Context: an optimization exercise on an open-source flow, tuned for small area, a short achievable clock period and few clock cycles. The choices shown serve that exercise and are no tape-out recipe. Only simulation tests tie the RTL to the original design; equivalence was not proved. Power figures rest on the tool's default switching activity, not on a simulated workload.

## design/flow/design.v

```verilog
module pfx_add #(parameter W = 16) (input [W-1:0] a, input [W-1:0] b, output [W-1:0] s);
  reg [W-1:0] g, p;
  integer l, i, k;
  always @* begin
    g = a & b;
    p = a ^ b;
    for (l = 1; l < W; l = l * 2)
      for (i = 0; i < W; i = i + 1)
        if (i & l) begin
          k = (i & ~(l - 1)) - 1;
          g[i] = g[i] | (p[i] & g[k]);
          p[i] = p[i] & p[k];
        end
  end
  assign s = (a ^ b) ^ {g[W-2:0], 1'b0};
endmodule
module potato_cpu(input clk, input rst_n, input [7:0] start_pc,
      input [15:0] mem_rdata,
      output [7:0] mem_addr, output mem_we, output [15:0] mem_wdata,
      output halted, output [15:0] out);
  reg [127:0] R;         
  reg [15:0] ir;         
  reg        iv;         
  reg        fv;         
  reg [7:0]  nf;         
  reg [7:0]  lf;         
  reg        rf;         
  reg        ldp;        
  reg [2:0]  ldr;        
  reg [7:0]  ea;         
  reg        eok;        
  reg [15:0] outr;       
  reg [7:0]  sa;         
  reg [7:0]  sb;         
  reg        s_n, s_l, s_r, s_a;    
  reg        f_mem;      
  reg        f_ldr;      
  reg        f_halt;     
  reg        f_add;      
  reg        f_sum;      
  wire is_alu   = ir[15] & ~ir[14] & ir[13];          
  wire is_mov   = ir[15] & ir[14] & ~ir[13];          
  wire is_movim = is_mov & ir[12];
  wire is_cmp   = is_alu & ~ir[12] & ir[11];
  wire is_and   = is_alu & ir[12] & ~ir[11];
  wire is_mvn   = is_alu & ir[12] & ir[11];
  wire halt    = iv & f_halt;
  wire ready   = iv & ~ldp;
  wire stall   = ready & f_mem & ~eok;
  wire exec    = ready & ~stall;
  wire use_ea  = ready & f_mem & eok;
  wire load_ir = ~ldp & ~halt & ~stall;
  reg [15:0] a, b;
  integer j;
  always @* begin
    a = 16'd0;
    b = 16'd0;
    for (j = 0; j < 8; j = j + 1) begin
      a = a | ({16{sa[j]}} & R[16*j +: 16]);
      b = b | ({16{sb[j]}} & R[16*j +: 16]);
    end
  end
  wire [15:0] bb = ({16{s_n}} & b) | ({16{s_l}} & {b[14:0], 1'b0})
                 | ({16{s_r}} & {s_a & b[15], b[15:1]})
                 | ({16{f_ldr}} & {{11{ir[4]}}, ir[4:0]});
  wire [15:0] sum;
  pfx_add #(16) add16(.a(a), .b(bb), .s(sum));
  wire [15:0] lres = is_and ? (a & bb) : (is_mvn ? ~bb : bb);    
  wire [15:0] res  = f_sum ? sum : lres;
  wire        wr_ex = exec & ((is_alu & ~is_cmp) | is_mov);
  wire        wen   = ldp | wr_ex;
  wire [2:0]  wa    = ldp ? ldr : (is_movim ? ir[10:8] : ir[7:5]);
  wire [15:0] wde   = ldp ? mem_rdata : {{8{ir[7]}}, ir[7:0]};
  wire        wsum  = ~ldp & f_add;
  wire [15:0] wd    = wsum ? sum : ((ldp | is_movim) ? wde : lres);
  genvar gi;
  generate for (gi = 0; gi < 8; gi = gi + 1) begin : rfw
    always @(posedge clk) if (wen && wa == gi) R[16*gi +: 16] <= wd;
  end endgenerate
  wire out_en = exec & ((is_alu & ~is_cmp) | (is_mov & ~ir[12]) | f_mem);
  always @(posedge clk) if (out_en) outr <= res;
  wire [15:0] nir = load_ir ? mem_rdata : ir;
  wire        n_ldr = ~nir[15];
  wire        n_str = nir[15] & ~nir[14] & ~nir[13];
  wire        n_sh  = nir[15] & (nir[14] ^ nir[13]);   
  wire [2:0]  n_rb  = n_str ? nir[7:5] : nir[2:0];
  wire [15:0] c;
  assign c = R[16*nir[10:8] +: 16];
  wire        wr_erl = ldp | (exec & is_movim);      
  wire [7:0]  eab = (wr_erl & (wa == nir[10:8])) ? wde[7:0] : c[7:0];
  wire [7:0]  ea_n;
  pfx_add #(8) add8(.a(eab), .b({{3{nir[4]}}, nir[4:0]}), .s(ea_n));
  wire hazard  = use_ea & ~f_ldr & fv & (ea == lf);
  wire refetch = rf | (stall & fv);
  assign mem_addr  = ~rst_n ? start_pc : (use_ea ? ea : (refetch ? lf : nf));
  assign mem_we    = use_ea & ~f_ldr;
  assign mem_wdata = b;
  always @(posedge clk) begin
    if (~rst_n) begin
      nf  <= start_pc + 8'd1;
      lf  <= start_pc;
      rf  <= 1'b0;
      fv  <= 1'b1;
      iv  <= 1'b0;
      ldp <= 1'b0;
    end else begin
      if (~use_ea & ~refetch) begin
        lf <= nf;
        nf <= nf + 8'd1;
      end
      rf  <= hazard;
      fv  <= ~use_ea;
      ldp <= use_ea & f_ldr;
      if (load_ir) iv <= fv & ~hazard;
    end
    ldr <= ir[7:5];
    if (load_ir) ir <= mem_rdata;
    sa     <= 8'd1 << nir[10:8];
    sb     <= 8'd1 << n_rb;
    s_n    <= ~n_ldr & ~(n_sh & (nir[4] | nir[3]));
    s_l    <= n_sh & ~nir[4] & nir[3];
    s_r    <= n_sh & nir[4];
    s_a    <= nir[3];
    f_mem  <= n_ldr | n_str;
    f_ldr  <= n_ldr;
    f_halt <= nir[15] & nir[14] & nir[13];
    f_add  <= nir[15] & ~nir[14] & nir[13] & ~nir[12] & ~nir[11];
    f_sum  <= n_ldr | (nir[15] & ~nir[14] & nir[13] & ~nir[12] & ~nir[11]);
    ea     <= ea_n;
    eok    <= ~(wen & ~wr_erl & (wa == nir[10:8]));
  end
  assign halted = halt;
  assign out = outr;
endmodule
```

## design/flow/flow/run.sh

```bash
#!/bin/bash
# Own layout flow: the standard ORFS flow, with the I/O port buffers made
# from plain buffers (sky130_fd_sc_hd__buf_2) instead of delay cells, and the
# resizer free to change a cell's footprint. Everything else is standard.
set -euo pipefail
cd "$(dirname "$0")/.."
bash standard.sh MATCH_CELL_FOOTPRINT=0 "BUFFER_PORTS_ARGS=-buffer_cell sky130_fd_sc_hd__buf_2" finish > flow_make.log 2>&1
```

## design/flow/standard.sh

```bash
#!/bin/bash
# synth_recipe.tcl (not shown) runs the flow's synth.tcl, then flattens the netlist and writes it again
# the make line also repeats each setting of config.mk as NAME=value (left out here)
make -C /OpenROAD-flow-scripts/flow DESIGN_CONFIG=/design/flow/config.mk WORK_HOME=/design/flow/orfs CLKGATE_MAP_FILE= SYNTH_SCRIPT=/design/flow/synth_recipe.tcl "${@:-finish}"
```

## design/flow/config.mk

```make
export PLATFORM = sky130hd
export DESIGN_NAME = potato_cpu
export DESIGN_NICKNAME = potato_cpu
export VERILOG_FILES = /design/flow/design.v
export SDC_FILE = /design/flow/constraint.sdc
export NUM_CORES = 4
export LEC_CHECK = 0
export CAP_MARGIN = 20
export CORE_MARGIN = 2
export CORE_UTILIZATION = 65
export CTS_BUF_LIST = sky130_fd_sc_hd__clkbuf_4 sky130_fd_sc_hd__clkbuf_8
export CTS_CLUSTER_SIZE = 20
export SETUP_SLACK_MARGIN = 1.5
export SLEW_MARGIN = 20
```

## design/flow/constraint.sdc

```tcl
create_clock -name core_clock -period 5.5 [get_ports {clk}]
set_input_delay 1.1000 -clock core_clock [delete_from_list [all_inputs] [get_ports {clk}]]
set_output_delay 1.1000 -clock core_clock [all_outputs]
set_load 0.01 [all_outputs]
```

==> results of run 1 <==
cell usage in the layout, fill, tap and decap left out, types with 5 or more instances in the layout:
master,Yosys,routed
clkinv_1,1,7
o21a_1,10,7
buf_2,4,67
a21o_1,29,28
ha_1,23,22
nor3_1,16,14
a21oi_1,49,46
a41oi_1,9,9
inv_1,32,32
nor2_1,41,38
o21ai_0,43,38
a31oi_1,16,16
clkbuf_8,0,40
edfxtp_1,160,160
or2_2,5,5
xnor2_1,21,19
nand3_1,12,12
clkinv_2,0,5
fa_1,7,5
o21ai_1,4,7
clkbuf_4,0,11
a211oi_1,9,7
mux2_2,6,6
dfxtp_4,0,8
o221ai_1,12,12
a22oi_1,135,134
buf_4,2,57
xor2_1,12,11
nand2_1,97,97
nand4_1,42,42
dfxtp_1,56,45
nor2b_1,15,15
o2bb2ai_1,7,7
nand2b_1,9,9
mux2i_1,35,35
and3_1,5,5
stage by stage:
step                      cell area [um^2]  hold slack [ps]  total power [mW]  setup slack [ps]  utilization (%)
final                                13100              378              5.00              1500             76.1
after CTS                            12800              374              4.85              1540             74.2
after floorplan                      11400              362              2.98              1500                -
after detailed placement             11900              386              3.43              1010             69.1
after global routing                 13100              390              5.16              1360             76.1
after global placement               11900              385              3.40              1070             69.1
how the worst max path moves through the flow:
stage                 startpoint  endpoint  slack, ps  cells past startpoint
floorplan                  sb[1]    R[105]       1500                     17
global placement           sb[0]      R[5]       1070                     11
detailed placement  mem_rdata[8]     ea[7]       1010                     18
CTS                        R[65]     R[89]       1540                     15
global route               R[16]    R[121]       1360                     15
finish                     R[16]     R[96]       1500                     19
layer usage:
layer / wire [um] / track usage (%) / vias up / part of all wire, %
li1: - / - / 4268 / -
met1: 13800 / 52.9 / 4756 / 36
met2: 16000 / 59.4 / 832 / 42
met3: 5540 / 12.5 / 215 / 15
met4: 2490 / 20.8 / 0 / 6.6
met5: 0 / 0 / - / 0
power by group:
part	switching, mW	total [mW]	internal (mW)	leakage, nW
Sequential	0.156	2.14	1.98	1.95
Clock	0.658	1.41	0.754	0.383
Combinational	0.890	1.45	0.557	2.80
critical path: cells and delay by family (launching register included):
kind	cells	cell delay (ps)
AO/OA/AOI/OAI	4	1570
buffers and inverters	12	1210
AND/OR/NAND/NOR	2	290
flip-flops	1	440
multiplexers	1	140
logic make-up (layout without fill, tap and decap cells):
logic type	after synthesis	count (layout)	synth area share, %
AOI/OAI and AO/OA	356	357	21.7
muxes	46	46	4.59
xor gates and xnor gates	33	33	2.54
and+or+nand+nor	262	262	11.6
buffers and inverters	105	226	3.71
DFF	216	216	52.1
adders and majority gates	30	30	3.76
what timing repair did:
action,in CTS,in global routing
hold endpoints to repair,0,0
gates resized for setup,23,31
setup buffers,15,23
gates cloned,0,1
endpoints found under the setup margin,61,62
pin swaps,3,16
state kept, by name, indices dropped and copies added (netlist names), 3 cells and up:
name / count
R: 128
ea: 8
ir: 16
ldr: 3
lf: 8
nf: 8
outr: 16
sa: 8
sb: 8
cell type report:
type,instances,area share (%)
clock inverter,15,0.680
tap,225,2.15
sequential,216,45.6
inverter,34,0.995
timing repair buffer,126,6.08
clock buffer,51,4.84
multi-input combinational,728,39.7
==> notes.md, run 1 <==
final cell count without fillers approximately 1400; count of cell types in the netlist between 60 and 70; crit-path cells a22oi_1 -> nand4_1 -> a222oi_1 -> buf_4 -> buf_4 -> buf_4 -> buf_4 -> buf_4 -> buf_4 -> buf_4 -> buf_4 -> buf_4 -> buf_4 -> buf_4 -> buf_4 -> nand2_1 -> a22oi_1 -> mux2i_1 -> a21oi_1; Mapped Avg Cell Area between 10 and 15 um^2; area of the multi-input gates 5180 um^2; final max-slew violation count 0; CP Max Fanout 8; Cells after Synth roughly 1000; Vias/cell roughly 7.2; first-pass GRT wire length about 55000 um; worst hold path class reg2reg; Core Region about 17000 um^2; Die X about 140 um; CP required about 5700 ps; fin crit share between 70% and 80%; crit start category register; Max Root-Sink Buffers 3; CP peak stage delay about 660 ps; Setup CP Type reg2reg; vias in the first global route 9376; RePlAce Congestion 1.05; synth top area cells edfxtp_1, dfxtp_1, a22oi_1, nand2_1, mux2i_1; total CTS buffers 36; final hold violation count 0; commonest cells in the synthesized netlist edfxtp_1, a22oi_1, nand2_1, clkbuf_1, dfxtp_1; Cell Area, Synth around 11000 um^2; Pre-antenna DRT Iters 9; Tmin final around 4000 ps; Yosys top cell by area edfxtp_1; Port Buffers 67; CTS sink cnt between 200 and 250; net count after synthesis ~1100; PD cells between 300 and 400 nW/um^2; fin nets around 1200; largest net degree at the start of global routing 43; Leak Pwr around 5.1 nW; hold wc startpoint ir[6]; Fillers roughly 1200; synth warn 3; count leader, synth edfxtp_1; Worst Setup End Kind register; P&R area growth vs syn 15.0%; Sum Neg Setup Slack 0 ps; clock slew at reported path FFs 70 ps; Post-route DRC 0; Clock Skew slightly above 30 ps; Seq/Total Area, Yosys between 50% and 60%; CP max-delay cell a21oi_1; Hold EP ldr[1]; Initial Utilization 66.2%; reg2reg start R[16]; drt total wl between 30000 and 40000 um; grt ovf 0; Via Count 10100; Cells after DPL 1290; Most common cell on crit path buf_4; Antenna Nets Post-Route 0; hold depth 0; hold buffers post-CTS 0; Clock Root Buffer clkbuf_8; status finished clean; Post-synth EDFFs between 150 and 200; initial antenna violation count 0; die height around 140 um; layout cells sized above 1 21.1%; Post-DP HPWL approximately 25000 um; Ports 68; Storage cell area 5960 um^2; worst r2r dst R[96]; Synth top area share between 40% and 50%; RSZ-0062 raised after global routing yes; r2r worst-path depth 19; flop-to-flop setup slack between 1500 and 2000 ps; Die ar. approximately 19000 um^2; n_diodes 0; worst skew pair latency approximately 550 ps; crit path DAT roughly 4200 ps; Iteration-0 DRC Markers between 1000 and 1500; VDD IR max between 0.0003 and 0.0004 V; Total GRT Usage roughly 40%; Async S/R FF share, synth 0%; Synth Flop Type edfxtp_1; mean routed wirelength per cell 27.1 um; Worst Tran Pin Value about 1000 ps; worst relative slew slack between 30% and 40%; # H-tree levels 2; Placement Rows 48; CTS tree yes; synthesized flop and latch total 216; Fmax achieved around 250 MHz; Setup Viol. Count Final 0; max-cap violations 0
Testbench counts, summed over its fixed seeds: cycles 17,907.
==> run 2: changes to the inputs <==
==> design/flow/config.mk (replaced) <==
export PLATFORM = sky130hd
export DESIGN_NAME = potato_cpu
export DESIGN_NICKNAME = potato_cpu
export VERILOG_FILES = /design/flow/design.v
export SDC_FILE = /design/flow/constraint.sdc
export NUM_CORES = 4
export LEC_CHECK = 0
export CAP_MARGIN = 20
export CORE_MARGIN = 2
export CORE_UTILIZATION = 55
export CTS_BUF_LIST = sky130_fd_sc_hd__clkbuf_8
export CTS_CLUSTER_DIAMETER = 200
export CTS_CLUSTER_SIZE = 16
export SETUP_SLACK_MARGIN = 1.5
export SLEW_MARGIN = 20
==> notes.md, run 2 <==
final max-slew violation count 0 (unchanged); worst hold path class reg2reg (unchanged); Pre-antenna DRT Iters 8 (was 9); Seq/Total Area, Yosys 52.1% (unchanged); final hold violation count 0 (unchanged); # H-tree levels 1 (was 2); CP Max Fanout 16 (was 8); count of cell types in the netlist 68 (unchanged); PD cells 346 nW/um^2 (was 382 nW/um^2); synth warn 3 (unchanged); mean routed wirelength per cell 27.3 um (was 27.1 um); total CTS buffers 17 (was 36); Die ar. 21800 um^2 (was 18600 um^2); Total GRT Usage 34.5% (was 40.0%); Iteration-0 DRC Markers 1273 (was 1482); Max Root-Sink Buffers 3 (unchanged); Antenna Nets Post-Route 0 (unchanged); layout cells sized above 1 18.1% (was 21.1%); drt total wl 38300 um (was 37800 um); VDD IR max 0.000262 V (was 0.000339 V); Setup Viol. Count Final 0 (unchanged); Via Count 9654 (was 10100); clock slew at reported path FFs 120 ps (was 70 ps); Yosys top cell by area edfxtp_1 (unchanged); Core Region 20200 um^2 (was 17200 um^2); CP required 5710 ps (was 5720 ps); Mapped Avg Cell Area 10.8 um^2 (unchanged); commonest cells in the synthesized netlist edfxtp_1, a22oi_1, nand2_1, clkbuf_1, dfxtp_1 (unchanged); Async S/R FF share, synth 0% (unchanged); crit path DAT 4070 ps (was 4220 ps); vias in the first global route 9049 (was 9376); crit start category register (unchanged); Post-route DRC 0 (unchanged); Top reg by flops R (unchanged); Initial Utilization 56.2% (was 66.2%); fin nets 1176 (was 1198); CTS sink cnt 216 (unchanged); Setup CP Type reg2reg (unchanged); Sum Neg Setup Slack 0 ps (unchanged); design area 12700 um^2 (was 13100 um^2); n_diodes 0 (unchanged); largest net degree at the start of global routing 42 (was 43); Worst Setup End Kind register (unchanged); Worst Tran Pin Value 1010 ps (was 1040 ps); status finished clean (unchanged); initial antenna violation count 1 (was 0); Post-synth EDFFs 160 (unchanged); Leak Pwr 4.91 nW (was 5.13 nW); worst relative slew slack 32.6% (was 30.4%); Tmin final 3860 ps (was 4000 ps); Clock Root Buffer clkbuf_8 (unchanged); grt ovf 0 (unchanged); most frequent cells in the layout edfxtp_1, a22oi_1, nand2_1 (unchanged); Fmax achieved 259 MHz (was 250 MHz); P&R area growth vs syn 11.4% (was 15.0%); Synth Flop Type edfxtp_1 (unchanged); Cell Area, Synth 11400 um^2 (unchanged); number of flip-flops in the largest register 128 (unchanged); count leader, synth edfxtp_1 (unchanged); CTS tree yes (unchanged); top flop regs R x128, ir x16, outr x16 (unchanged); Placement Rows 52 (was 48); first-pass GRT wire length 56400 um (was 54600 um); max-cap violations 0 (unchanged); net count after synthesis 1104 (unchanged); synthesized flop and latch total 216 (unchanged); commonest non-fill, non-tap cell in the layout edfxtp_1 (unchanged); Synth top area share 42.3% (unchanged); synth top area cells edfxtp_1, dfxtp_1, a22oi_1, nand2_1, mux2i_1 (unchanged); Fillers 1702 (was 1211); fin crit share 70.2% (was 72.7%); die height 148 um (was 136 um); cell area after placement 12000 um^2 (was 11900 um^2); Post-DP HPWL 25900 um (was 24900 um); Cells after Synth 1048 (unchanged); hold buffers post-CTS 0 (unchanged); Clock Skew 41.9 ps (was 30.9 ps); worst skew pair latency 540 ps (was 550 ps); Port Buffers 67 (unchanged); Vias/cell 6.90 (was 7.22); Ports 68 (unchanged); Die X 148 um (was 136 um); RePlAce Congestion 1.02 (was 1.05); RSZ-0062 raised after global routing no (was yes)
## run 2: cell counts after synthesis
No cell type changed its count.
## run 2: stage by stage
step | hold slack, ps | worst slack (ps) | utilization [%] | power (mW) | instances
6_report | 410 | 1640 | 62.6 | 4.39 | 1400
5_1_grt | 415 | 1480 | 62.6 | 4.58 | 1400
4_1_cts | 403 | 1520 | 61.4 | 4.29 | 1383
3_5_place_dp | 387 | 1010 | 59.1 | 3.44 | 1338
3_3_place_gp | 386 | 1100 | 59.1 | 3.44 | 1338
2_1_floorplan | 362 | 1500 | - | 2.98 | 1048
## run 2: metal layers
metal | up-vias | part of all wire (%) | global-route usage, %
li1 | 4204 | - | -
met1 | 4638 | 40 | 49.6
met2 | 667 | 43 | 51.4
met3 | 145 | 12 | 6.79
met4 | 0 | 4.8 | 14.5
met5 | - | 0 | 0
## run 2: final cells by class
type / count / area (um^2) / area share [%]
tap: 270 / 338 / 2.67
sequential: 216 / 5960 / 47.1
clock buffer: 17 / 234 / 1.85
clock inverter: 12 / 50.0 / 0.395
inverter: 34 / 134 / 1.06
multi-input combinational: 727 / 5160 / 40.8
timing repair buffer: 124 / 783 / 6.18
## run 2: cell families after synthesis
logic type | after synthesis | synth area share, %
AND/OR/NAND/NOR | 262 | 11.6
XOR/XNOR | 33 | 2.54
buffers and inverters | 105 | 3.71
adder cells (fa/ha/maj) | 30 | 3.76
AO/OA/AOI/OAI | 356 | 21.7
multiplexers | 46 | 4.59
flip-flops | 216 | 52.1
## run 2: path summary, 6_finish.rpt
check / startpoint / end / slack (ps) / depth (start not counted)
worst min register to register: ir[7] / ldr[2] / 410 / 0
worst min-delay path: ir[7] / ldr[2] / 410 / 0
worst max register to register: sb[2] / R[0] / 1640 / 18
worst max-delay path: sb[2] / R[0] / 1640 / 18
## run 2: what timing repair did
item,in CTS,in global routing
buffers inserted,16,17
endpoints found under the setup margin,54,46
resized for setup,23,30
pin swaps,4,15
## run 2: power by group
group          switching [mW]  internal [mW]  total, mW
Sequential              0.158           1.98       2.14
Combinational           0.869          0.555       1.42
Clock                   0.531          0.294      0.825
## run 2: worst max-delay path, cell delays in order (launching register included)
cell and delay (ps):
dfxtp_4 530, a22oi_1 140, nand4_1 190, a222oi_1 120, buf_4 190, buf_4 120, buf_4 120, buf_4 120
buf_4 120, buf_4 120, buf_4 120, buf_4 120, buf_4 120, buf_4 130, buf_4 120, buf_4 120
a22oi_1 240, mux2i_1 120, a21oi_1 690
==> run 3: changes to the inputs <==
--- a/design/flow/config.mk
+++ b/design/flow/config.mk
@@ -8,8 +8,8 @@
 export CAP_MARGIN = 20
 export CORE_MARGIN = 2
 export CORE_UTILIZATION = 55
-export CTS_BUF_LIST = sky130_fd_sc_hd__clkbuf_8
+export CTS_BUF_LIST = sky130_fd_sc_hd__clkbuf_16
 export CTS_CLUSTER_DIAMETER = 200
-export CTS_CLUSTER_SIZE = 16
+export CTS_CLUSTER_SIZE = 24
 export SETUP_SLACK_MARGIN = 1.5
 export SLEW_MARGIN = 20
==> notes.md, run 3 <==
largest net degree at the start of global routing 42 (unchanged); Synth Flop Type edfxtp_1 (unchanged); layout cells sized above 1 16.9% (was 18.1%); hold depth 0 (unchanged); Gate power share 31.4% (was 32.5%); crit-path cells nor2_1 -> a21o_4 -> mux2i_2 -> buf_4 -> clkinv_1 -> mux4_2 -> nand2_1 -> a22o_1 -> fa_1 -> inv_1 -> a21o_1 -> a21o_1 -> a21o_1 -> a31o_2 -> xnor2_1 -> xnor2_1 (was a22oi_1 -> nand4_1 -> a222oi_1 -> buf_4 -> buf_4 -> buf_4 -> buf_4 -> buf_4 -> buf_4 -> buf_4 -> buf_4 -> buf_4 -> buf_4 -> buf_4 -> buf_4 -> a22oi_1 -> mux2i_1 -> a21oi_1); Iteration-0 DRC Markers 1328 (was 1273); Setup Viol. Count Final 0 (unchanged); mean routed wirelength per cell 27.6 um (was 27.3 um); Worst Tran Pin Value 1050 ps (was 1010 ps); max-cap violations 0 (unchanged); Top reg by flops R (unchanged); PD cells 355 nW/um^2 (was 346 nW/um^2); Leak Pwr 4.89 nW (was 4.91 nW); Die X 148 um (unchanged); P&R area growth vs syn 11.3% (was 11.4%); n_diodes 0 (unchanged); Initial Utilization 56.2% (unchanged); Clock Skew 14.9 ps (was 41.9 ps); Mapped Avg Cell Area 10.8 um^2 (unchanged); number of flip-flops in the largest register 128 (unchanged); Sequential Power Share 47.5% (was 48.7%); Vias/cell 6.94 (was 6.90); Switch Pwr 1.54 mW (was 1.56 mW); Tmin final 3950 ps (was 3860 ps); Via Count 9624 (was 9654); Max Root-Sink Buffers 3 (unchanged); CP max-delay cell mux2i_2 (was a21oi_1); fin util 62.6% (about the same); net count after synthesis 1104 (unchanged); Sum Neg Setup Slack 0 ps (unchanged); RSZ-0062 raised after global routing yes (was no); Overall Power 4.50 mW (was 4.39 mW); CP required 5880 ps (was 5710 ps); CTS tree yes (unchanged); CP Max Fanout 10 (was 16); Async S/R FF share, synth 0% (unchanged); Fillers 1695 (was 1702); # H-tree levels 1 (unchanged); cell area after placement 12000 um^2 (unchanged); Pre-antenna DRT Iters 6 (was 8); crit start category register (unchanged); Post-route DRC 0 (unchanged); drt total wl 38200 um (was 38300 um); worst hold path class reg2reg (unchanged); Ports 68 (unchanged); CTS sink cnt 216 (unchanged); commonest cells in the synthesized netlist edfxtp_1, a22oi_1, nand2_1, clkbuf_1, dfxtp_1 (unchanged); synth warn 3 (unchanged); commonest non-fill, non-tap cell in the layout edfxtp_1 (unchanged); status finished clean (unchanged); Yosys top cell by area edfxtp_1 (unchanged); top flop regs R x128, ir x16, outr x16 (unchanged); die height 148 um (unchanged); Fmax achieved 253 MHz (was 259 MHz); crit path DAT 4330 ps (was 4070 ps); count of cell types in the netlist 68 (unchanged); Antenna Nets Post-Route 0 (unchanged); Placement Rows 52 (unchanged); hold buffers post-CTS 0 (unchanged); final max-slew violation count 0 (unchanged); Core Region 20200 um^2 (unchanged); CP peak stage delay 430 ps (was 690 ps); clock share of power 21.0% (was 18.8%); r2r worst-path depth 16 (was 18); Cell Area, Synth 11400 um^2 (unchanged); Port Buffers 67 (unchanged); design area 12700 um^2 (about the same); worst relative slew slack 30.0% (was 32.6%); synth top area cells edfxtp_1, dfxtp_1, a22oi_1, nand2_1, mux2i_1 (unchanged); final hold violation count 0 (unchanged); Most common cell on crit path a21o_1 (was buf_4); fin nets 1166 (was 1176); Worst Setup End Kind register (unchanged); synthesized flop and latch total 216 (unchanged); worst skew pair latency 490 ps (was 540 ps); Synth top area share 42.3% (unchanged); Cells after Synth 1048 (unchanged); initial antenna violation count 2 (was 1); Setup CP Type reg2reg (unchanged); total CTS buffers 12 (was 17); Seq/Total Area, Yosys 52.1% (unchanged); grt ovf 0 (unchanged); Total GRT Usage 34.5% (about the same); Die ar. 21800 um^2 (unchanged); Post-synth EDFFs 160 (unchanged); RePlAce Congestion 1.02 (unchanged); count leader, synth edfxtp_1 (unchanged); fin crit share 71.7% (was 70.2%); first-pass GRT wire length 56300 um (was 56400 um); most frequent cells in the layout edfxtp_1, a22oi_1, nand2_1 (unchanged); Clock Root Buffer clkbuf_16 (was clkbuf_8); clock slew at reported path FFs 100 ps (was 120 ps); sw frac 34.3% (was 35.5%); VDD IR max 0.000285 V (was 0.000262 V); vias in the first global route 9067 (was 9049); Int Power 2.95 mW (was 2.83 mW); Post-DP HPWL 25900 um (unchanged)
## run 3: changes by cell type in the layout (fill, tap and decap cells not counted), sizes merged
| cell | delta |
|---|---|
| buf | -5 |
| clkbuf | -4 |
| clkinvlp | -1 |
| inv | -4 |
## run 3: per-stage QoR
stage               hold WS [ps]  setup slack [ps]  std cells
floorplan                    362              1500       1048
global placement             386              1100       1338
detailed placement           387              1010       1338
CTS                          407              1510       1375
global route                 418              1390       1386
finish                       401              1550       1386
## run 3: final cells by class
| class | instances | area [um^2] | share of cell area (%) |
|---|---|---|---|
| multi-input cells | 727 | 5150 | 40.7 |
| clock inverters | 7 | 26.3 | 0.208 |
| clock buffers | 13 | 325 | 2.57 |
| well taps | 270 | 338 | 2.67 |
| inverters | 34 | 130 | 1.03 |
| flip-flops and latches | 216 | 5960 | 47.1 |
| repair buffers | 119 | 729 | 5.76 |
## run 3: logic make-up (layout without fill, tap and decap cells)
| kind of cell | count (synthesis) | in the layout | synth area share [%] |
|---|---|---|---|
| and+or+nand+nor | 262 | 262 | 11.6 |
| adders and majority gates | 30 | 30 | 3.76 |
| xor gates and xnor gates | 33 | 33 | 2.54 |
| AOI/OAI and AO/OA | 356 | 356 | 21.7 |
| buffers and inverters | 105 | 173 | 3.71 |
| muxes | 46 | 46 | 4.59 |
| DFF | 216 | 216 | 52.1 |
## run 3: what timing repair did
action,in CTS,in global routing
pin swaps,4,14
gates cloned,0,0
gates resized for setup,24,21
buffers inserted,17,11
endpoints found under the setup margin,54,46
## run 3: final timing paths
kind,start,endpoint,slack [ps]
max,ldp,ea[7],1550
min,ir[6],ldr[1],400
max reg2reg,ldp,ea[7],1550
min reg2reg,ir[6],ldr[1],400
## run 3: worst max-delay path, delay by kind of cell (launching register included)
family                     cells  cell delay (ps)
AOI/OAI and AO/OA              6             1280
xor gates and xnor gates       2              260
adders and majority gates      1              170
buffers and inverters          3              600
DFF                            1              350
muxes                          2              810
and+or+nand+nor                2              380
## run 3: power by group through the flow
| stage | Sequential (mW) | Combinational (mW) | Clock [mW] |
|---|---|---|---|
| finish | 2.14 | 1.41 | 0.946 |
| global placement | 2.17 | 1.27 | 0 |
| global route | 2.15 | 1.52 | 1.02 |
| CTS | 2.13 | 1.33 | 0.961 |
| detailed placement | 2.17 | 1.27 | 0 |
| floorplan | 2.08 | 0.897 | 0 |
## run 3: routing by layer
| metal | GRT usage [%] | vias up | share of wire [%] |
|---|---|---|---|
| li1 | - | 4184 | - |
| met1 | 48.8 | 4639 | 40 |
| met5 | 0 | - | 0.034 |
| met3 | 6.82 | 152 | 11 |
| met2 | 51.7 | 647 | 43 |
| met4 | 15.9 | 2 | 5.3 |
==> run 4: changes to the inputs <==
--- a/design/flow/config.mk
+++ b/design/flow/config.mk
@@ -11,5 +11,5 @@
 export CTS_BUF_LIST = sky130_fd_sc_hd__clkbuf_16
 export CTS_CLUSTER_DIAMETER = 200
 export CTS_CLUSTER_SIZE = 24
-export SETUP_SLACK_MARGIN = 1.5
+export SETUP_SLACK_MARGIN = 1.7
 export SLEW_MARGIN = 20
==> notes.md, run 4 <==
Cells after Synth 1048 (unchanged); post-synthesis simple-gate area fraction 11.6% (unchanged); count of cell types in the netlist 68 (unchanged); Ports 68 (unchanged); Synth Area in Compound Gates 21.7% (unchanged); CP Max Fanout 8 (was 10); CP peak stage delay 500 ps (was 430 ps); synthesized flop and latch total 216 (unchanged); Via Count 9764 (was 9624); VDD IR max 0.000329 V (was 0.000285 V); Pre-antenna DRT Iters 7 (was 6); Sum Neg Setup Slack 0 ps (unchanged); main combinational cell family by area after synthesis compound AO/OA/AOI/OAI gates (unchanged); post-synthesis mux area share 4.59% (unchanged); initial antenna violation count 1 (was 2); Worst Tran Pin Value 1230 ps (was 1050 ps); Port Buffers 67 (unchanged); clock slew at reported path FFs 100 ps (about the same); RePlAce Congestion 0.930 (was 1.02); Worst Setup End Kind register (unchanged); Die X 148 um (unchanged); total CTS buffers 12 (unchanged); Leak Pwr 5.05 nW (was 4.89 nW); Antenna Nets Post-Route 0 (unchanged); delay-heaviest family, CP compound AO/OA/AOI/OAI gates (unchanged); number of flip-flops in the largest register 128 (unchanged); crit start category register (unchanged); fin nets 1192 (was 1166); status finished clean (unchanged); CTS sink cnt 216 (unchanged); hold buffers post-CTS 0 (unchanged); Yosys top cell by area edfxtp_1 (unchanged); # H-tree levels 1 (unchanged); P&R area growth vs syn 14.5% (was 11.3%); fin crit share 73.4% (was 71.7%); die height 148 um (unchanged); net count after synthesis 1104 (unchanged); Hold Worst Slack 403 ps (was 401 ps); commonest cells in the synthesized netlist edfxtp_1, a22oi_1, nand2_1, clkbuf_1, dfxtp_1 (unchanged); Cell Area, Synth 11400 um^2 (unchanged); Core Region 20200 um^2 (unchanged); Worst Slack Setup Final 1460 ps (was 1550 ps); Total GRT Usage 34.0% (was 34.5%); Max Root-Sink Buffers 3 (unchanged); Initial Utilization 56.2% (unchanged); Setup Viol. Count Final 0 (unchanged); Async S/R FF share, synth 0% (unchanged); worst skew pair latency 490 ps (about the same); worst slack, placed 1230 ps (was 1010 ps); Vias/cell 6.92 (was 6.94); vias in the first global route 8839 (was 9067); n_diodes 0 (unchanged); Post-synth EDFFs 160 (unchanged); Mapped Avg Cell Area 10.8 um^2 (unchanged); Iteration-0 DRC Markers 1583 (was 1328); final hold violation count 0 (unchanged); Synth Flop Type edfxtp_1 (unchanged); Synth Area in XOR/XNOR 2.54% (unchanged); Tmin final 4040 ps (was 3950 ps); worst relative slew slack 17.6% (was 30.0%); commonest non-fill, non-tap cell in the layout edfxtp_1 (unchanged); Synth top area share 42.3% (unchanged); first-pass GRT wire length 55400 um (was 56300 um); synth warn 3 (unchanged); CTS tree yes (unchanged); drt total wl 38300 um (was 38200 um); Post-DP HPWL 26100 um (was 25900 um); synth top area cells edfxtp_1, dfxtp_1, a22oi_1, nand2_1, mux2i_1 (unchanged); top flop regs R x128, ir x16, outr x16 (unchanged); mean routed wirelength per cell 27.1 um (was 27.6 um); PD cells 350 nW/um^2 (was 355 nW/um^2); Top reg by flops R (unchanged); Synth Area in Adders 3.76% (unchanged); worst hold path class reg2reg (unchanged); grt ovf 0 (unchanged); Most common cell on crit path fa_2 (was a21o_1); CP max-delay cell a222oi_1 (was mux2i_2); crit path DAT 4270 ps (was 4330 ps); final max-slew violation count 0 (unchanged); count leader, synth edfxtp_1 (unchanged); Setup CP Type reg2reg (unchanged); Fmax achieved 248 MHz (was 253 MHz); RSZ-0062 raised after global routing yes (unchanged); layout cells sized above 1 20.9% (was 16.9%); Placement Rows 52 (unchanged); Die ar. 21800 um^2 (unchanged); largest net degree at the start of global routing 27 (was 42); CP Buf/Inv Count 1 (was 3); Clock Skew 17.1 ps (was 14.9 ps); Post-route DRC 0 (unchanged); crit-path cells a22oi_1 -> nand4_1 -> a222oi_1 -> inv_1 -> ha_2 -> fa_2 -> a211oi_2 -> o21bai_1 -> a21oi_2 -> nor2b_1 -> o21ai_1 -> nand2b_1 -> fa_2 -> xor2_2 -> o21a_4 (was nor2_1 -> a21o_4 -> mux2i_2 -> buf_4 -> clkinv_1 -> mux4_2 -> nand2_1 -> a22o_1 -> fa_1 -> inv_1 -> a21o_1 -> a21o_1 -> a21o_1 -> a31o_2 -> xnor2_1 -> xnor2_1); Seq/Total Area, Yosys 52.1% (unchanged); fin util 64.4% (was 62.6%); CP required 5730 ps (was 5880 ps); Clock Root Buffer clkbuf_16 (unchanged); most frequent cells in the layout edfxtp_1, a22oi_1, nand2_1 (unchanged); max-cap violations 0 (unchanged)
## run 4: layout make-up
class                      count  area (um^2)
clock inverter                 6         22.5
fill                        1639         7210
timing repair buffer         145          977
clock buffer                  13          325
sequential                   216         5960
tap                          270          338
multi-input combinational    727         5260
inverter                      34          136
## run 4: path summary, 6_finish.rpt
kind,to,startpoint,cells past startpoint,slack (ps)
min reg2reg,ldr[1],ir[6],0,400
min,ldr[1],ir[6],0,400
max,R[105],R[96],15,1460
max reg2reg,R[105],R[96],15,1460
## run 4: report_power, final
group          internal (mW)  leakage (nW)  switching [mW]
logic                  0.584          2.91           0.898
clock network          0.430         0.192           0.516
registers               1.98          1.95           0.146
## run 4: logic make-up (layout without fill, tap and decap cells)
kind of cell | after synthesis | in the layout
xor+xnor | 33 | 33
simple gates | 262 | 262
buf+inv | 105 | 198
flops | 216 | 216
mux | 46 | 46
fa+ha+maj | 30 | 30
compound gates | 356 | 356
## run 4: stage by stage
| step | instance area (um^2) | power [mW] | cells |
|---|---|---|---|
| after floorplan | 11500 | 2.99 | 1048 |
| after global placement | 12000 | 3.44 | 1338 |
| after detailed placement | 12000 | 3.44 | 1338 |
| after CTS | 12600 | 4.41 | 1375 |
| after global routing | 13000 | 4.73 | 1411 |
| final | 13000 | 4.55 | 1411 |
## run 4: per-layer routing
metal	track usage, %	part of all wire (%)	up-vias
li1	-	-	4230
met5	0	0.034	-
met1	47.6	40	4666
met2	52.2	43	697
met4	12.5	4.9	2
met3	7.78	12	169
## run 4: what timing repair did
item / 4_1_cts / 5_1_grt
gates resized for setup: 41 / 45
endpoints found under the setup margin: 88 / 95
buffers inserted: 18 / 36
pin swaps: 4 / 15
==> run 5: changes to the inputs <==
--- a/design/flow/config.mk
+++ b/design/flow/config.mk
@@ -7,9 +7,9 @@
 export LEC_CHECK = 0
 export CAP_MARGIN = 20
 export CORE_MARGIN = 2
-export CORE_UTILIZATION = 55
+export CORE_UTILIZATION = 45
 export CTS_BUF_LIST = sky130_fd_sc_hd__clkbuf_16
 export CTS_CLUSTER_DIAMETER = 200
 export CTS_CLUSTER_SIZE = 24
-export SETUP_SLACK_MARGIN = 1.7
+export SETUP_SLACK_MARGIN = 1.5
 export SLEW_MARGIN = 20
==> notes.md, run 5 <==
Worst Tran Pin Value 1080 ps (was 1230 ps); CP max-delay cell edfxtp_1 (was a222oi_1); Via Count 9687 (was 9764); Post-synth EDFFs 160 (unchanged); # H-tree levels 1 (unchanged); Die ar. 26600 um^2 (was 21800 um^2); n_diodes 0 (unchanged); final max-slew violation count 0 (unchanged); max-cap violations 0 (unchanged); crit-path cells a22oi_2 -> nand4_1 -> buf_4 -> a22o_1 -> nand3b_1 -> fa_2 -> a211oi_4 -> o21bai_1 -> a21oi_2 -> nor2b_1 -> o21ai_1 -> nand2b_1 -> fa_2 -> xor2_2 -> o21a_4 (was a22oi_1 -> nand4_1 -> a222oi_1 -> inv_1 -> ha_2 -> fa_2 -> a211oi_2 -> o21bai_1 -> a21oi_2 -> nor2b_1 -> o21ai_1 -> nand2b_1 -> fa_2 -> xor2_2 -> o21a_4); clock slew at reported path FFs 100 ps (about the same); Max Root-Sink Buffers 3 (unchanged); crit path DAT 4060 ps (was 4270 ps); CP required 5740 ps (was 5730 ps); final hold violation count 0 (unchanged); Top reg by flops R (unchanged); count of cell types in the netlist 68 (unchanged); crit start category register (unchanged); most frequent cells in the layout edfxtp_1, a22oi_1, nand2_1 (unchanged); mean routed wirelength per cell 26.4 um (was 27.1 um); Leak Pwr 4.99 nW (was 5.05 nW); die height 163 um (was 148 um); synth top area cells edfxtp_1, dfxtp_1, a22oi_1, nand2_1, mux2i_1 (unchanged); Post-DP HPWL 26200 um (was 26100 um); Total GRT Usage 28.1% (was 34.0%); Pre-antenna DRT Iters 8 (was 7); RSZ-0062 raised after global routing no (was yes); Port Buffers 67 (unchanged); worst hold path class reg2reg (unchanged); Placement Rows 58 (was 52); CP Max Fanout 8 (unchanged); net count after synthesis 1104 (unchanged); Sum Neg Setup Slack 0 ps (unchanged); synth warn 3 (unchanged); CTS tree yes (unchanged); vias in the first global route 8868 (was 8839); initial antenna violation count 0 (was 1); Cells after Synth 1048 (unchanged); worst skew pair latency 500 ps (was 490 ps); Initial Utilization 45.5% (was 56.2%); Cell Area, Synth 11400 um^2 (unchanged); worst relative slew slack 27.6% (was 17.6%); Most common cell on crit path fa_2 (unchanged); Setup Viol. Count Final 0 (unchanged); drt total wl 38600 um (was 38300 um); Async S/R FF share, synth 0% (unchanged); Synth Flop Type edfxtp_1 (unchanged); Post-route DRC 0 (unchanged); Iteration-0 DRC Markers 1418 (was 1583); count leader, synth edfxtp_1 (unchanged); Setup CP Type reg2reg (unchanged); P&R area growth vs syn 14.1% (was 14.5%); Clock Root Buffer clkbuf_16 (unchanged); Vias/cell 6.62 (was 6.92); Fillers 2160 (was 1639); RePlAce Congestion 0.973 (was 0.930); commonest non-fill, non-tap cell in the layout edfxtp_1 (unchanged); total CTS buffers 12 (unchanged); fin crit share 69.4% (was 73.4%); first-pass GRT wire length 55900 um (was 55400 um); CP peak stage delay 460 ps (was 500 ps); Clock Skew 27.1 ps (was 17.1 ps); Antenna Nets Post-Route 0 (unchanged); number of flip-flops in the largest register 128 (unchanged); PD cells 349 nW/um^2 (was 350 nW/um^2); synthesized flop and latch total 216 (unchanged); Tmin final 3820 ps (was 4040 ps); Yosys top cell by area edfxtp_1 (unchanged); fin util 52.0% (was 64.4%); fin nets 1184 (was 1192); delay-heaviest family, CP compound AO/OA/AOI/OAI gates (unchanged); grt ovf 0 (unchanged); Mapped Avg Cell Area 10.8 um^2 (unchanged); status finished clean (unchanged); commonest cells in the synthesized netlist edfxtp_1, a22oi_1, nand2_1, clkbuf_1, dfxtp_1 (unchanged); Seq/Total Area, Yosys 52.1% (unchanged); layout cells sized above 1 19.2% (was 20.9%); top flop regs R x128, ir x16, outr x16 (unchanged); largest net degree at the start of global routing 28 (was 27); Die X 163 um (was 148 um); Ports 68 (unchanged); CP Buf/Inv Count 1 (unchanged); Worst Setup End Kind register (unchanged); Fmax achieved 262 MHz (was 248 MHz); VDD IR max 0.000283 V (was 0.000329 V); Synth top area share 42.3% (unchanged); hold buffers post-CTS 0 (unchanged); CTS sink cnt 216 (unchanged); Core Region 25000 um^2 (was 20200 um^2)
run 5: cell counts after synthesis:
No cell type changed its count.
run 5: cell type report:
cell class / instances / area [um^2] / share of cell area (%)
Clock buffer: 13 / 325 / 2.51
Clock inverter: 6 / 22.5 / 0.174
Timing Repair Buffer: 137 / 918 / 7.08
Tap cell: 330 / 413 / 3.18
Sequential cell: 216 / 5960 / 45.9
Inverter: 34 / 131 / 1.01
Multi-Input combinational cell: 727 / 5200 / 40.1
run 5: layer usage:
metal | vias to the layer above | global-route usage (%) | routed length, um
met5 | - | 0 | 0
met4 | 0 | 9.33 | 1630
met3 | 140 | 4.58 | 4420
met2 | 678 | 43.7 | 17000
met1 | 4658 | 40.2 | 15500
li1 | 4211 | - | -
run 5: per-stage QoR:
| stage | instance area, um^2 | hold slack (ps) | setup WS (ps) | power [mW] | std cells |
|---|---|---|---|---|---|
| after floorplan | 11400 | 362 | 1500 | 2.98 | 1048 |
| after global routing | 13000 | 410 | 1500 | 4.71 | 1463 |
| after CTS | 12600 | 398 | 1510 | 4.41 | 1434 |
| final | 13000 | 398 | 1680 | 4.53 | 1463 |
| after detailed placement | 12000 | 381 | 1120 | 3.43 | 1396 |
| after global placement | 12000 | 378 | 1190 | 3.42 | 1396 |
run 5: kinds of logic after synthesis:
| kind of cell | after synthesis | share of synthesized area, % |
|---|---|---|
| AO/OA/AOI/OAI | 356 | 21.7 |
| XOR/XNOR | 33 | 2.54 |
| adder cells (fa/ha/maj) | 30 | 3.76 |
| buffers and inverters | 105 | 3.71 |
| flip-flops | 216 | 52.1 |
| multiplexers | 46 | 4.59 |
| AND/OR/NAND/NOR | 262 | 11.6 |
run 5: final timing paths:
check / start / endpoint / slack [ps] / depth (start not counted)
worst max-delay path: R[80] / R[89] / 1680 / 15
worst max register to register: R[80] / R[89] / 1680 / 15
worst min register to register: ir[7] / ldr[2] / 400 / 0
worst min-delay path: ir[7] / ldr[2] / 400 / 0
run 5: timing repair:
item                                    in CTS  in global routing
cloned                                       0                  0
buffers inserted                            19                 29
pin swaps                                    3                 20
gates resized for setup                     21                 39
endpoints found under the setup margin      54                 62
run 5: power breakdown:
group | switching, mW | leakage [nW] | internal (mW)
Sequential | 0.157 | 1.95 | 1.98
Combinational | 0.869 | 2.85 | 0.573
Clock | 0.527 | 0.192 | 0.430
==> run 6: changes to the inputs <==
--- a/design/flow/config.mk
+++ b/design/flow/config.mk
@@ -7,7 +7,7 @@
 export LEC_CHECK = 0
 export CAP_MARGIN = 20
 export CORE_MARGIN = 2
-export CORE_UTILIZATION = 45
+export CORE_UTILIZATION = 50
 export CTS_BUF_LIST = sky130_fd_sc_hd__clkbuf_16
 export CTS_CLUSTER_DIAMETER = 200
 export CTS_CLUSTER_SIZE = 24
==> notes.md, run 6 <==
Cells after Synth 1048 (unchanged); Total GRT Usage 30.8% (was 28.1%); CTS sink cnt 216 (unchanged); Die ar. 24000 um^2 (was 26600 um^2); status finished clean (unchanged); n_diodes 0 (unchanged); clock slew at reported path FFs 100 ps (about the same); CP Buf/Inv Count 1 (unchanged); Post-DP HPWL 25900 um (was 26200 um); Initial Utilization 50.5% (was 45.5%); Clock Root Buffer clkbuf_16 (unchanged); final hold violation count 0 (unchanged); CP max-delay cell dfxtp_4 (was edfxtp_1); initial antenna violation count 0 (unchanged); Worst Tran Pin Value 929 ps (was 1080 ps); Seq/Total Area, Yosys 52.1% (unchanged); count of cell types in the netlist 68 (unchanged); Leak Pwr 4.83 nW (was 4.99 nW); Yosys top cell by area edfxtp_1 (unchanged); Clock Skew 22.6 ps (was 27.1 ps); cell area after placement 12000 um^2 (about the same); clock share of power 21.3% (was 21.1%); top flop regs R x128, ir x16, outr x16 (unchanged); Post-synth EDFFs 160 (unchanged); Most common cell on crit path fa_2 (unchanged); met1 usage 44.3% (was 40.2%); final max-slew violation count 0 (unchanged); grt ovf 0 (unchanged); commonest non-fill, non-tap cell in the layout edfxtp_1 (unchanged); CTS tree yes (unchanged); Switch Pwr 1.53 mW (was 1.55 mW); crit-path cells a22oi_1 -> nand4_1 -> buf_4 -> a22o_1 -> nand3b_1 -> fa_2 -> a211oi_2 -> o21bai_1 -> a21oi_2 -> nor2b_1 -> o21ai_1 -> nand2b_1 -> fa_2 -> xor2_1 -> o21a_2 (was a22oi_2 -> nand4_1 -> buf_4 -> a22o_1 -> nand3b_1 -> fa_2 -> a211oi_4 -> o21bai_1 -> a21oi_2 -> nor2b_1 -> o21ai_1 -> nand2b_1 -> fa_2 -> xor2_2 -> o21a_4); worst relative slew slack 37.5% (was 27.6%); crit start category register (unchanged); Antenna Nets Post-Route 0 (unchanged); met3 usage 5.38% (was 4.58%); worst hold path class reg2reg (unchanged); Gate power share 30.7% (was 31.8%); design area 12600 um^2 (was 13000 um^2); Top reg by flops R (unchanged); Cell Area, Synth 11400 um^2 (unchanged); Die X 155 um (was 163 um); Async S/R FF share, synth 0% (unchanged); number of flip-flops in the largest register 128 (unchanged); CP Max Fanout 16 (was 8); max-cap violations 0 (unchanged); Max Root-Sink Buffers 3 (unchanged); synthesized flop and latch total 216 (unchanged); fin nets 1154 (was 1184); commonest cells in the synthesized netlist edfxtp_1, a22oi_1, nand2_1, clkbuf_1, dfxtp_1 (unchanged); largest net degree at the start of global routing 43 (was 28); Mapped Avg Cell Area 10.8 um^2 (unchanged); Synth top area share 42.3% (unchanged); net count after synthesis 1104 (unchanged); # H-tree levels 1 (unchanged); Port Buffers 67 (unchanged); count leader, synth edfxtp_1 (unchanged); VDD IR max 0.000218 V (was 0.000283 V); synth top area cells edfxtp_1, dfxtp_1, a22oi_1, nand2_1, mux2i_1 (unchanged); synth warn 3 (unchanged); Tmin final 3900 ps (was 3820 ps); Via Count 9379 (was 9687); GR Layer Usage met2 47.7% (was 43.7%); delay-heaviest family, CP compound AO/OA/AOI/OAI gates (unchanged); RePlAce Congestion 0.926 (was 0.973); Vias/cell 6.75 (was 6.62); CP required 5720 ps (was 5740 ps); sw frac 34.2% (was 34.3%); RSZ-0062 raised after global routing yes (was no); Core Region 22500 um^2 (was 25000 um^2); Int Power 2.93 mW (was 2.98 mW); Placement Rows 55 (was 58); Pre-antenna DRT Iters 6 (was 8); Setup Viol. Count Final 0 (unchanged); Synth Flop Type edfxtp_1 (unchanged); P&R area growth vs syn 10.6% (was 14.1%); Sum Neg Setup Slack 0 ps (unchanged); mean routed wirelength per cell 27.0 um (was 26.4 um); Post-route DRC 0 (unchanged); Sequential Power Share 47.9% (was 47.1%); Ports 68 (unchanged); vias in the first global route 8718 (was 8868); fin crit share 70.9% (was 69.4%); most frequent cells in the layout edfxtp_1, a22oi_1, nand2_1 (unchanged); most used routing layer in global routing met2 (unchanged); CP peak stage delay 450 ps (was 460 ps); total CTS buffers 12 (unchanged); drt total wl 37500 um (was 38600 um); Worst Setup End Kind register (unchanged); Fmax achieved 256 MHz (was 262 MHz); Iteration-0 DRC Markers 1256 (was 1418); PD cells 354 nW/um^2 (was 349 nW/um^2); layout cells sized above 1 16.4% (was 19.2%); Setup CP Type reg2reg (unchanged); crit path DAT 4120 ps (was 4060 ps); first-pass GRT wire length 55500 um (was 55900 um); hold buffers post-CTS 0 (unchanged); worst skew pair latency 490 ps (was 500 ps); die height 155 um (was 163 um)
==> run 6: repair_timing <==
item	4_1_cts	5_1_grt
pin swaps	2	16
endpoints found under the setup margin	46	46
resized for setup	22	25
buffers inserted	4	13
gates cloned	0	0
==> run 6: cell type report <==
cell class | instances | area (um^2)
fillers | 1935 | 9930
flip-flops and latches | 216 | 5960
multi-input cells | 727 | 5130
repair buffers | 107 | 639
well taps | 285 | 357
clock buffers | 13 | 325
inverters | 34 | 130
clock inverters | 7 | 26.3
==> run 6: per-stage QoR <==
stage               power, mW  hold slack (ps)  cells  setup WS [ps]  util [%]
floorplan                2.98              362   1048           1500         -
CTS                      4.39              396   1376           1510      55.1
detailed placement       3.44              378   1352            992      53.2
finish                   4.46              392   1389           1600      55.9
global placement         3.44              389   1352           1140      53.2
global route             4.65              413   1389           1430      55.9
==> run 6: kinds of logic after synthesis <==
logic type      after synthesis  share of synthesized area, %
buf+inv                     105                          3.71
fa+ha+maj                    30                          3.76
mux                          46                          4.59
flops                       216                          52.1
simple gates                262                          11.6
xor+xnor                     33                          2.54
compound gates              356                          21.7
==> run 6: metal layers <==
layer  wire length [um]  vias up  part of all wire, %
li1                   -     4152                    -
met3               3830      114                   10
met1              15700     4535                   42
met4               1330        0                  3.5
met2              16700      578                   44
met5                  0        -                    0
==> run 6: worst paths after layout <==
kind                             from     end  slack, ps  depth (start not counted)
worst max-delay path            sb[1]   R[57]       1600                         15
worst min-delay path            ir[6]  ldr[1]        390                          0
worst max register to register  sb[1]   R[57]       1600                         15
worst min register to register  ir[6]  ldr[1]        390                          0
==> run 6: power groups by stage <==
stage | logic (mW) | clock network [mW] | registers [mW]
4_1_cts | 1.31 | 0.962 | 2.13
2_1_floorplan | 0.897 | 0 | 2.08
6_report | 1.37 | 0.950 | 2.14
3_5_place_dp | 1.28 | 0 | 2.16
5_1_grt | 1.48 | 1.02 | 2.15
3_3_place_gp | 1.27 | 0 | 2.16
==> run 6: worst reg2reg max path, delay by kind of cell (launching register included) <==
| kind | cells | cell delay, ps |
|---|---|---|
| xor gates and xnor gates | 1 | 180 |
| adders and majority gates | 2 | 810 |
| AOI/OAI and AO/OA | 7 | 1370 |
| and+or+nand+nor | 4 | 640 |
| buffers and inverters | 1 | 210 |
| DFF | 1 | 450 |
==> run 7: changes to the inputs <==
--- a/design/flow/config.mk
+++ b/design/flow/config.mk
@@ -11,5 +11,5 @@
 export CTS_BUF_LIST = sky130_fd_sc_hd__clkbuf_16
 export CTS_CLUSTER_DIAMETER = 200
 export CTS_CLUSTER_SIZE = 24
-export SETUP_SLACK_MARGIN = 1.5
+export SETUP_SLACK_MARGIN = 1.4
 export SLEW_MARGIN = 20
==> notes.md, run 7 <==
status finished clean (unchanged); mean routed wirelength per cell 27.4 um (was 27.0 um); RePlAce Congestion 0.937 (was 0.926); worst relative slew slack 33.0% (was 37.5%); worst slack, placed 1060 ps (was 992 ps); Port Buffers 67 (unchanged); count leader, synth edfxtp_1 (unchanged); Iteration-0 DRC Markers 1395 (was 1256); synthesized flop and latch total 216 (unchanged); CP Buf/Inv Count 3 (was 1); hold wc startpoint ir[5] (was ir[6]); first-pass GRT wire length 56700 um (was 55500 um); CP Max Fanout 8 (was 16); Leak Pwr 4.93 nW (was 4.83 nW); fin util 56.5% (was 55.9%); hold buffers post-CTS 0 (unchanged); die height 155 um (unchanged); Max Root-Sink Buffers 3 (unchanged); Die ar. 24000 um^2 (unchanged); synth warn 3 (unchanged); count of cell types in the netlist 68 (unchanged); layout cells sized above 1 17.2% (was 16.4%); fin crit share 72.9% (was 70.9%); Post-route DRC 0 (unchanged); Fillers 1911 (was 1935); Die X 155 um (unchanged); total CTS buffers 12 (unchanged); commonest cells in the synthesized netlist edfxtp_1, a22oi_1, nand2_1, clkbuf_1, dfxtp_1 (unchanged); Hold Worst Slack 392 ps (about the same); CP required 5720 ps (about the same); Fmax achieved 249 MHz (was 256 MHz); P&R area growth vs syn 11.9% (was 10.6%); Yosys top cell by area edfxtp_1 (unchanged); Core Region 22500 um^2 (unchanged); Mapped Avg Cell Area 10.8 um^2 (unchanged); Initial Utilization 50.5% (unchanged); synth top area cells edfxtp_1, dfxtp_1, a22oi_1, nand2_1, mux2i_1 (unchanged); Worst setup startpoint R[32] (was sb[1]); Worst Slack Setup Final 1490 ps (was 1600 ps); worst skew pair latency 490 ps (about the same); net count after synthesis 1104 (unchanged); Synth top area share 42.3% (unchanged); Worst Tran Pin Value 1000 ps (was 929 ps); crit-path cells a22oi_2 -> nand4_1 -> a222oi_1 -> inv_1 -> ha_2 -> fa_2 -> a211oi_2 -> buf_4 -> buf_4 -> o21a_1 -> o21a_1 -> nor2b_1 -> a22o_1 -> nor2_1 -> a2bb2oi_2 (was a22oi_1 -> nand4_1 -> buf_4 -> a22o_1 -> nand3b_1 -> fa_2 -> a211oi_2 -> o21bai_1 -> a21oi_2 -> nor2b_1 -> o21ai_1 -> nand2b_1 -> fa_2 -> xor2_1 -> o21a_2); largest net degree at the start of global routing 43 (unchanged); Worst Setup End Kind register (unchanged); drt total wl 38700 um (was 37500 um); Via Count 9558 (was 9379); Placement Rows 55 (unchanged); Sum Neg Setup Slack 0 ps (unchanged); Setup CP Type reg2reg (unchanged); Total GRT Usage 31.7% (was 30.8%); Tmin final 4010 ps (was 3900 ps); Post-synth EDFFs 160 (unchanged); Vias/cell 6.77 (was 6.75); Cell Area, Synth 11400 um^2 (unchanged); commonest non-fill, non-tap cell in the layout edfxtp_1 (unchanged); Clock Skew 16.2 ps (was 22.6 ps); CTS tree yes (unchanged); grt ovf 0 (unchanged); delay-heaviest family, CP compound AO/OA/AOI/OAI gates (unchanged); crit start category register (unchanged); VDD IR max 0.000300 V (was 0.000218 V); Antenna Nets Post-Route 0 (unchanged); most frequent cells in the layout edfxtp_1, a22oi_1, nand2_1 (unchanged); Pre-antenna DRT Iters 6 (unchanged); Synth Flop Type edfxtp_1 (unchanged); crit path DAT 4230 ps (was 4120 ps); CP max-delay cell edfxtp_1 (was dfxtp_4); max-cap violations 0 (unchanged); Clock Root Buffer clkbuf_16 (unchanged); design area 12700 um^2 (was 12600 um^2); Post-DP HPWL 26600 um (was 25900 um); clock slew at reported path FFs 100 ps (about the same); worst hold path class reg2reg (unchanged); final hold violation count 0 (unchanged); Setup Viol. Count Final 0 (unchanged); vias in the first global route 8916 (was 8718); Cells after Synth 1048 (unchanged); CP peak stage delay 450 ps (about the same); fin nets 1175 (was 1154); initial antenna violation count 1 (was 0); PD cells 353 nW/um^2 (was 354 nW/um^2); # H-tree levels 1 (unchanged); reg2reg start R[32] (was sb[1]); top flop regs R x128, ir x16, outr x16 (unchanged); Seq/Total Area, Yosys 52.1% (unchanged); final max-slew violation count 0 (unchanged); Async S/R FF share, synth 0% (unchanged); CTS sink cnt 216 (unchanged); Top reg by flops R (unchanged); Ports 68 (unchanged); number of flip-flops in the largest register 128 (unchanged); cell area after placement 12000 um^2 (about the same); RSZ-0062 raised after global routing yes (unchanged)
## run 7: cell counts after synthesis
No cell type changed its count.
## run 7: final timing paths
kind	end	slack (ps)	cells past startpoint
max	R[14]	1490	15
min reg2reg	ldr[0]	390	0
max reg2reg	R[14]	1490	15
min	ldr[0]	390	0
## run 7: report_power, final
| part | total, mW | internal (mW) | switching [mW] |
|---|---|---|---|
| clock | 0.953 | 0.430 | 0.523 |
| sequential | 2.11 | 1.98 | 0.133 |
| combinational | 1.43 | 0.548 | 0.882 |
| total | 4.49 | 2.96 | 1.54 |
## run 7: layer usage
metal | GRT usage, % | vias up | part of all wire [%] | wire length (um)
met4 | 10.0 | 0 | 3.5 | 1350
met3 | 6.11 | 104 | 10 | 4050
met5 | 0 | - | 0 | 0
met1 | 44.2 | 4631 | 41 | 15900
li1 | - | 4202 | - | -
met2 | 50.2 | 621 | 45 | 17400
## run 7: through the flow
step,cells,total power [mW]
after global placement,1357,3.44
after global routing,1409,4.68
after CTS,1388,4.41
after detailed placement,1357,3.44
after floorplan,1048,2.97
final,1411,4.49
## run 7: cell type report
class,instances,area (um^2),area share [%]
sequential,216,5960,46.8
multi-input combinational,727,5120,40.2
timing repair buffer,128,806,6.33
tap,285,357,2.80
clock buffer,13,325,2.56
inverter,34,130,1.02
clock inverter,6,22.5,0.177
antenna,2,5.00,0.0393
## run 7: logic make-up after synthesis
group / count (synthesis) / synth area share, %
adders and majority gates: 30 / 3.76
xor gates and xnor gates: 33 / 2.54
and+or+nand+nor: 262 / 11.6
buffers and inverters: 105 / 3.71
AOI/OAI and AO/OA: 356 / 21.7
DFF: 216 / 52.1
muxes: 46 / 4.59
## run 7: worst register-to-register path, stage by stage, from the launching register on
cell,delay (ps)
edfxtp_1,450
a22oi_2,210
nand4_1,240
a222oi_1,420
inv_1,90
ha_2,210
fa_2,370
a211oi_2,280
buf_4,150
buf_4,90
o21a_1,140
o21a_1,190
nor2b_1,110
a22o_1,200
nor2_1,160
a2bb2oi_2,440
## run 7: timing repair
action	in CTS	in global routing
pin swaps	2	11
gates resized for setup	19	22
endpoints found under the setup margin	43	38
cloned	0	0
buffers inserted	12	21
==> run 8: changes to the inputs <==
--- a/design/flow/config.mk
+++ b/design/flow/config.mk
@@ -8,8 +8,8 @@
 export CAP_MARGIN = 20
 export CORE_MARGIN = 2
 export CORE_UTILIZATION = 50
-export CTS_BUF_LIST = sky130_fd_sc_hd__clkbuf_16
+export CTS_BUF_LIST = sky130_fd_sc_hd__clkbuf_8
 export CTS_CLUSTER_DIAMETER = 200
-export CTS_CLUSTER_SIZE = 24
-export SETUP_SLACK_MARGIN = 1.4
+export CTS_CLUSTER_SIZE = 14
+export SETUP_SLACK_MARGIN = 1.6
 export SLEW_MARGIN = 20
==> notes.md, run 8 <==
status finished clean (unchanged); RSZ-0062 raised after global routing yes (unchanged); CP required 5820 ps (was 5720 ps); crit start category register (unchanged); Post-route DRC 0 (unchanged); grt ovf 0 (unchanged); Worst setup startpoint R[36] (was R[32]); GR Layer Usage met2 50.5% (was 50.2%); Worst Tran Pin Value 1140 ps (was 1000 ps); Placement Rows 55 (unchanged); Post-synth EDFFs 160 (unchanged); reg2reg start R[36] (was R[32]); Ports 68 (unchanged); Fillers 1948 (was 1911); Setup Viol. Count Final 0 (unchanged); CTS tree yes (unchanged); Synth top area share 42.3% (unchanged); design area 12800 um^2 (was 12700 um^2); commonest cells in the synthesized netlist edfxtp_1, a22oi_1, nand2_1, clkbuf_1, dfxtp_1 (unchanged); die height 155 um (unchanged); Top reg by flops R (unchanged); Mapped Avg Cell Area 10.8 um^2 (unchanged); number of flip-flops in the largest register 128 (unchanged); mean routed wirelength per cell 27.7 um (was 27.4 um); met1 usage 44.8% (was 44.2%); fin nets 1184 (was 1175); crit path DAT 4200 ps (was 4230 ps); CP Max Fanout 8 (unchanged); top flop regs R x128, ir x16, outr x16 (unchanged); max-cap violations 0 (unchanged); Via Count 9670 (was 9558); cell area after placement 12000 um^2 (about the same); Fmax achieved 257 MHz (was 249 MHz); initial antenna violation count 0 (was 1); PD cells 349 nW/um^2 (was 353 nW/um^2); synth top area cells edfxtp_1, dfxtp_1, a22oi_1, nand2_1, mux2i_1 (unchanged); Async S/R FF share, synth 0% (unchanged); Clock Root Buffer clkbuf_8 (was clkbuf_16); Port Buffers 67 (unchanged); Cell Area, Synth 11400 um^2 (unchanged); largest net degree at the start of global routing 32 (was 43); Cells after Synth 1048 (unchanged); Yosys top cell by area edfxtp_1 (unchanged); Sum Neg Setup Slack 0 ps (unchanged); total CTS buffers 19 (was 12); Total GRT Usage 32.3% (was 31.7%); CTS sink cnt 216 (unchanged); Storage cell area 5970 um^2 (was 5960 um^2); Initial Utilization 50.5% (unchanged); Die ar. 24000 um^2 (unchanged); Max Root-Sink Buffers 3 (unchanged); count leader, synth edfxtp_1 (unchanged); final max-slew violation count 0 (unchanged); synth warn 3 (unchanged); r2r worst-path depth 14 (was 15); worst relative slew slack 23.9% (was 33.0%); net count after synthesis 1104 (unchanged); Synth Flop Type edfxtp_1 (unchanged); vias in the first global route 9003 (was 8916); hold depth 0 (unchanged); met3 usage 7.03% (was 6.11%); Iteration-0 DRC Markers 1396 (was 1395); Post-DP HPWL 26700 um (was 26600 um); fin crit share 70.6% (was 72.9%); synthesized flop and latch total 216 (unchanged); Tmin final 3880 ps (was 4010 ps); Pre-antenna DRT Iters 7 (was 6); final hold violation count 0 (unchanged); Vias/cell 6.78 (was 6.77); commonest non-fill, non-tap cell in the layout edfxtp_1 (unchanged); Clock Skew 38.4 ps (was 16.2 ps); Core Region 22500 um^2 (unchanged); VDD IR max 0.000240 V (was 0.000300 V); Setup CP Type reg2reg (unchanged); worst hold path class reg2reg (unchanged); hold wc startpoint ir[6] (was ir[5]); # H-tree levels 1 (unchanged); Seq/Total Area, Yosys 52.1% (unchanged); worst skew pair latency 580 ps (was 490 ps); Worst Setup End Kind register (unchanged); drt total wl 39500 um (was 38700 um); layout cells sized above 1 19.1% (was 17.2%); Die X 155 um (unchanged); area of the multi-input gates 5220 um^2 (was 5120 um^2); clock slew at reported path FFs 90 ps (was 100 ps); most used routing layer in global routing met2 (unchanged); Antenna Nets Post-Route 0 (unchanged); count of cell types in the netlist 68 (unchanged); Leak Pwr 4.98 nW (was 4.93 nW); RePlAce Congestion 1.01 (was 0.937); first-pass GRT wire length 57500 um (was 56700 um); P&R area growth vs syn 12.9% (was 11.9%); n_diodes 0 (was 2); most frequent cells in the layout edfxtp_1, a22oi_1, nand2_1 (unchanged)
run 8: critical path, cell delays in order, from the launching register on:
cell and delay [ps]:
edfxtp_1 470, a22oi_1 290, nand4_1 380, a22oi_1 320, nand3_1 140, ha_1 380
o21ai_0 260, o21bai_1 140, a21oi_2 190, nor2b_1 80, o21ai_1 130, nand2b_1 100
fa_2 380, xor2_2 170, o21a_4 240
run 8: area by class of cell:
class	count	area share [%]
Inverter	34	1.04
Tap cell	285	2.78
Multi-Input combinational cell	727	40.6
Clock inverter	15	0.507
Timing Repair Buffer	130	6.51
Sequential cell	216	46.5
Clock buffer	19	2.04
run 8: path summary, 6_finish.rpt:
kind,endpoint,slack (ps)
min,ldr[1],400
min reg2reg,ldr[1],400
max,R[9],1620
max reg2reg,R[9],1620
run 8: through the flow:
step                total power [mW]  instances  util, %  setup WS (ps)  hold WS, ps
floorplan                       2.98       1048        -           1640          362
global placement                3.45       1351     53.2           1020          387
detailed placement              3.45       1351     53.2            905          386
CTS                             4.36       1397     55.4           1560          400
global route                    4.65       1426     57.0           1450          418
finish                          4.48       1426     57.0           1620          403
run 8: cell families after synthesis:
| kind of cell | share of synthesized area [%] |
|---|---|
| simple gates | 11.6 |
| buf+inv | 3.71 |
| mux | 4.59 |
| compound gates | 21.7 |
| flops | 52.1 |
| xor+xnor | 2.54 |
| fa+ha+maj | 3.76 |
run 8: where the power goes:
group,internal [mW],total [mW],leakage (nW),switching [mW]
clock network,0.328,0.899,0.211,0.571
registers,1.98,2.14,1.95,0.166
logic,0.563,1.43,2.82,0.870
total,2.87,4.48,4.98,1.61
run 8: layer usage:
layer / wire, um / share of wire [%]
met1: 16000 / 41
met2: 17400 / 44
met3: 4470 / 11
met4: 1580 / 4.0
met5: 0 / 0
run 8: timing repair:
| action | CTS | global route |
|---|---|---|
| setup endpoints to repair | 74 | 65 |
| gates cloned | 0 | 0 |
| hold buffers | 0 | 0 |
| pin swaps | 4 | 20 |
| gates resized for setup | 32 | 35 |
| buffers inserted | 12 | 29 |

[separate check: timing with driven ports]
How much do the figures lean on ideal ports? The routed layouts below were timed once more, with nothing changed but the port constraints. Step 1 (the two cells are an assumption about what drives the block):
set clk [get_ports {clk}]
set_driving_cell -lib_cell sky130_fd_sc_hd__clkbuf_16 $clk
set_driving_cell -lib_cell sky130_fd_sc_hd__buf_2 [delete_from_list [all_inputs] $clk]
Step 2 times the ports against the registers' clock, not the clock port: input delays grow and output delays shrink by t, the midpoint of the rising clock arrivals with the driver on. Three values: ideal ports, drivers, drivers and shift; two values: the first two.
| run | t (ns) | setup WS [ns] | hold WS [ns] | worst setup path after step 2 | cell pins on the clock port's net |
|---|---|---|---|---|---|
| run 1 | 0.581 | 1.504 / 1.504 / 1.176 | 0.378 / 0.378 / 0.378 | input to register | 1 |
| run 2 | 0.567 | 1.638 / 1.638 / 1.286 | 0.410 / 0.410 / 0.410 | input to register | 1 |
| run 3 | 0.534 | 1.554 / 1.554 / 1.198 | 0.401 / 0.401 / 0.401 | input to register | 1 |
| run 4 | 0.524 | 1.462 / 1.462 / 1.439 | 0.403 / 0.403 / 0.403 | input to register | 1 |
| run 5 | 0.534 | 1.683 / 1.683 / 1.231 | 0.398 / 0.398 / 0.398 | input to register | 1 |
| run 6 | 0.528 | 1.598 / 1.598 / 1.220 | 0.392 / 0.392 / 0.392 | input to register | 1 |
| run 7 | 0.531 | 1.489 / 1.489 / 1.274 | 0.392 / 0.392 / 0.392 | input to register | 1 |
| run 8 | 0.605 | 1.616 / 1.616 / 1.177 | 0.403 / 0.403 / 0.403 | input to register | 1 |
After both steps setup and hold are still met in every run listed. The setup slack of run 5, which loses most, moves by 0.000 ns with the drivers and by -0.452 ns with both steps.
